This design comes from an exercise in tuning for small area, a short achievable clock period and few clock cycles on the open sky130 flow, not from production work. RTL that was checked went through simulation tests only; none was proved equivalent to the original. Power is estimated from default activity; no workload was simulated.

== run A ==
==> flow/design.v <==
`timescale 1ns / 1ps
module Calculator_512bit #(
      parameter OPERAND_WIDTH = 512,
      parameter ADDER_WIDTH   = 128,
      parameter N_ITERATIONS  = OPERAND_WIDTH / ADDER_WIDTH
    )
    (
    input  wire                       iClk,
    input  wire                       iRst,
    input  wire                       iStart,
    input  wire [1:0]                 iSel,
    input  wire [OPERAND_WIDTH-1:0]   iOpA,
    input  wire [OPERAND_WIDTH-1:0]   iOpB,
    output wire [OPERAND_WIDTH:0]     oRes,
    output wire                       oDone);
    localparam W   = OPERAND_WIDTH;
    localparam BLK = 4;              
    localparam NB  = W / BLK;        
    wire          wSub = iSel[1];
    wire [W-1:0]  wT   = iOpB ^ {W{wSub}};
    wire [W-1:0]  wG   = iOpA & wT;
    wire [W-1:0]  wP   = iOpA ^ wT;
    reg  [W-1:0]  wLG, wLP;
    reg  [NB-1:0] wBG, wBP;
    integer i, k, l, j;
    always @(*) begin
        for (k = 0; k < NB; k = k + 1) begin
            wLG[k*BLK] = 1'b0;
            wLP[k*BLK] = 1'b1;
            for (j = 1; j < BLK; j = j + 1) begin
                wLG[k*BLK+j] = wG[k*BLK+j-1] | (wP[k*BLK+j-1] & wLG[k*BLK+j-1]);
                wLP[k*BLK+j] = wP[k*BLK+j-1] & wLP[k*BLK+j-1];
            end
            wBG[k] = wG[k*BLK+BLK-1] | (wP[k*BLK+BLK-1] & wLG[k*BLK+BLK-1]);
            wBP[k] = wP[k*BLK+BLK-1] & wLP[k*BLK+BLK-1];
        end
    end
    reg [NB-1:0] wSG, wSP;
    always @(*) begin
        wSG = wBG;
        wSP = wBP;
        for (l = 0; (1 << l) < NB; l = l + 1)
            for (k = 0; k < NB; k = k + 1)
                if (k & (1 << l)) begin
                    j = (k & ~((2 << l) - 1)) + (1 << l) - 1;
                    wSG[k] = wSG[k] | (wSP[k] & wSG[j]);
                    wSP[k] = wSP[k] & wSP[j];
                end
    end
    wire wCout = wSG[NB-1];         
    wire wEq   = wSP[NB-1];         
    wire wEnd  = wSub & wCout;      
    wire [NB-1:0] wC = {wSG[NB-2:0] | (wSP[NB-2:0] & {(NB-1){wEnd}}), wEnd};
    reg [NB-1:0] rC;
    reg          rCout, rEq, rInv, rAdd, rCmp, rDone;
    always @(posedge iClk) begin
        rC    <= wC;
        rCout <= wCout;
        rEq   <= wEq;
        rInv  <= wSub & ~wCout;
        rAdd  <= (iSel == 2'b01);
        rCmp  <= (iSel == 2'b10);
        rDone <= iStart & ~iRst;
    end
    reg [W-1:0] wSum;
    always @(*)
        for (i = 0; i < W; i = i + 1)
            wSum[i] = wP[i] ^ (wLG[i] | (wLP[i] & rC[i / BLK])) ^ rInv;
    localparam [W:0] MSG_A  = {"iOpA is larger", 401'd0};
    localparam [W:0] MSG_B  = {"iOpB is larger", 401'd0};
    localparam [W:0] MSG_EQ = {"iOpA equals to iOpB", 361'd0};
    wire [W:0] wMsg = rCout ? MSG_A : (rEq ? MSG_EQ : MSG_B);
    assign oRes  = rCmp ? wMsg : {rAdd & rCout, wSum};
    assign oDone = rDone;
endmodule
export LEC_CHECK = 0
export CAP_MARGIN = 20
export CORE_AREA = 5 5 295 295
export DIE_AREA = 0 0 300 300
export SETUP_SLACK_MARGIN = 3.5
export SLEW_MARGIN = 20
export TNS_END_PERCENT = 0
create_clock -name core_clock -period 8.0 [get_ports {iClk}]
standard.sh (not shown) runs the stock make flow with config.mk's settings and CLKGATE_MAP_FILE= SYNTH_SCRIPT=/design/flow/synth_recipe.tcl, a recipe that flattens the netlist after the stock synthesis.
==> flow/flow/run.sh <==
#!/bin/bash
# The standard ORFS layout, with two changes to how it is made:
#  - port buffers use the smallest buffer cell (buf_1) instead of the default
#    choice; repair_design / repair_timing still resize them where needed;
#  - IO pins may sit on adjacent routing tracks, so a smaller die holds all 1543 pins.
set -euo pipefail
export BUFFER_PORTS_ARGS="-buffer_cell sky130_fd_sc_hd__buf_1"
export PLACE_PINS_ARGS="-min_distance 1 -min_distance_in_tracks"
bash standard.sh > standard.log 2>&1
Run A: full flow OK, the timing, DRC and antenna checks passed
Testbench counts of run A, summed over its fixed seeds: cycles 6,400.
The following lists how run B was set up differently from run A:
==> flow/design.v <==
`timescale 1ns / 1ps
module Calculator_512bit #(
      parameter OPERAND_WIDTH = 512,
      parameter ADDER_WIDTH   = 128,
      parameter N_ITERATIONS  = OPERAND_WIDTH / ADDER_WIDTH
    )
    (
    input  wire                       iClk,
    input  wire                       iRst,
    input  wire                       iStart,
    input  wire [1:0]                 iSel,
    input  wire [OPERAND_WIDTH-1:0]   iOpA,
    input  wire [OPERAND_WIDTH-1:0]   iOpB,
    output wire [OPERAND_WIDTH:0]     oRes,
    output wire                       oDone);
    localparam W   = OPERAND_WIDTH;
    localparam BLK = 4;              
    localparam NB  = W / BLK;        
    integer i, k, l, j;
    wire          wSub = iSel[1];
    wire [W-1:0]  wX   = iOpA ^ iOpB;
    wire [W-1:0]  wP   = wX ^ {W{wSub}};
    wire [W-1:0]  wG   = iOpA & ~wP;
    reg  [NB-1:0] wBG, wBP;
    always @(*)
        for (k = 0; k < NB; k = k + 1) begin
            wBG[k] = 1'b0;
            wBP[k] = 1'b1;
            for (j = 0; j < BLK; j = j + 1) begin
                wBG[k] = wG[k*BLK+j] | (wP[k*BLK+j] & wBG[k]);
                wBP[k] = wP[k*BLK+j] & wBP[k];
            end
        end
    reg [NB-1:0] wSG, wSP;
    always @(*) begin
        wSG = wBG;
        wSP = wBP;
        for (l = 0; (1 << l) < NB; l = l + 1)
            for (k = 0; k < NB; k = k + 1)
                if (k & (1 << l)) begin
                    j = (k & ~((2 << l) - 1)) + (1 << l) - 1;
                    wSG[k] = wSG[k] | (wSP[k] & wSG[j]);
                    wSP[k] = wSP[k] & wSP[j];
                end
    end
    wire wCout = wSG[NB-1];         
    wire wEq   = wSP[NB-1];         
    reg [NB-1:1] rG, rP;            
    reg          rCout, rEq, rSub, rEnd, rAdd, rCmp, rDone;
    always @(posedge iClk) begin
        rG    <= wSG[NB-2:0];
        rP    <= wSP[NB-2:0];
        rCout <= wCout;
        rEq   <= wEq;
        rSub  <= wSub;
        rEnd  <= wSub & wCout;      
        rAdd  <= (iSel == 2'b01);
        rCmp  <= (iSel == 2'b10);
        rDone <= iStart & ~iRst;
    end
    wire [NB-1:0] wC = {rG | (rP & {(NB-1){rEnd}}), rEnd};
    reg [W-1:0] wCy;
    always @(*)
        for (k = 0; k < NB; k = k + 1) begin
            wCy[k*BLK] = wC[k];
            for (j = 1; j < BLK; j = j + 1)
                wCy[k*BLK+j] = (wX[k*BLK+j-1] ^ rSub) ? wCy[k*BLK+j-1] : iOpA[k*BLK+j-1];
        end
    wire [W-1:0] wSum = wX ^ wCy ^ {W{rEnd}};
    localparam [W:0] MSG_A  = {"iOpA is larger", 401'd0};
    localparam [W:0] MSG_B  = {"iOpB is larger", 401'd0};
    localparam [W:0] MSG_EQ = {"iOpA equals to iOpB", 361'd0};
    wire [W:0] wMsg = rCout ? MSG_A : (rEq ? MSG_EQ : MSG_B);
    assign oRes  = rCmp ? wMsg : {rAdd & rCout, wSum};
    assign oDone = rDone;
endmodule
--- outcome ---
Comparing global-route wire length before repair for run B and run A, the bigger number came from run B.
Changes observed in run B relative to run A: number of inserted diodes has increased, synthesized-area fraction occupied by and/or/nand/nor cells has increased, total power after layout shows an increase of 13%.
Measured against each other, run B and run A differ in fraction of power consumed by the clock network, the higher figure coming from run B.
Number of standard cells in the layout, taps in and fillers out delta for run B relative to run A: 31% higher
Number of nets in the layout (run B vs. run A) increases by more than 10%
In the tables for run B and run A, final-layout clock buffer total reads lower with run A.
No functional check of the RTL was part of run B.

port drivers added, routing unchanged:
In the flow no input, the clock included, has a driving cell. The finished layouts below were timed again as built, in two steps. Step 1, drivers: a clkbuf_16 drives iClk and a buf_2 each remaining input, both assumed. Step 2 also shifts input and output timing later by t, the mid clock arrival at the registers, as if the neighbouring blocks saw the same clock. Three values: ideal, step 1, step 2; two values: the first two.
run	shift t [ns]	setup slack, ns	worst setup path at the end
run A	0.562	2.467 / 2.281 / 1.743	input to register
run B	0.639	2.895 / 2.741 / 2.102	input to register
After both steps every run listed still meets setup and hold. For run B, which loses most, drivers alone change the setup slack by -0.154 ns; drivers and shift together by -0.793 ns.
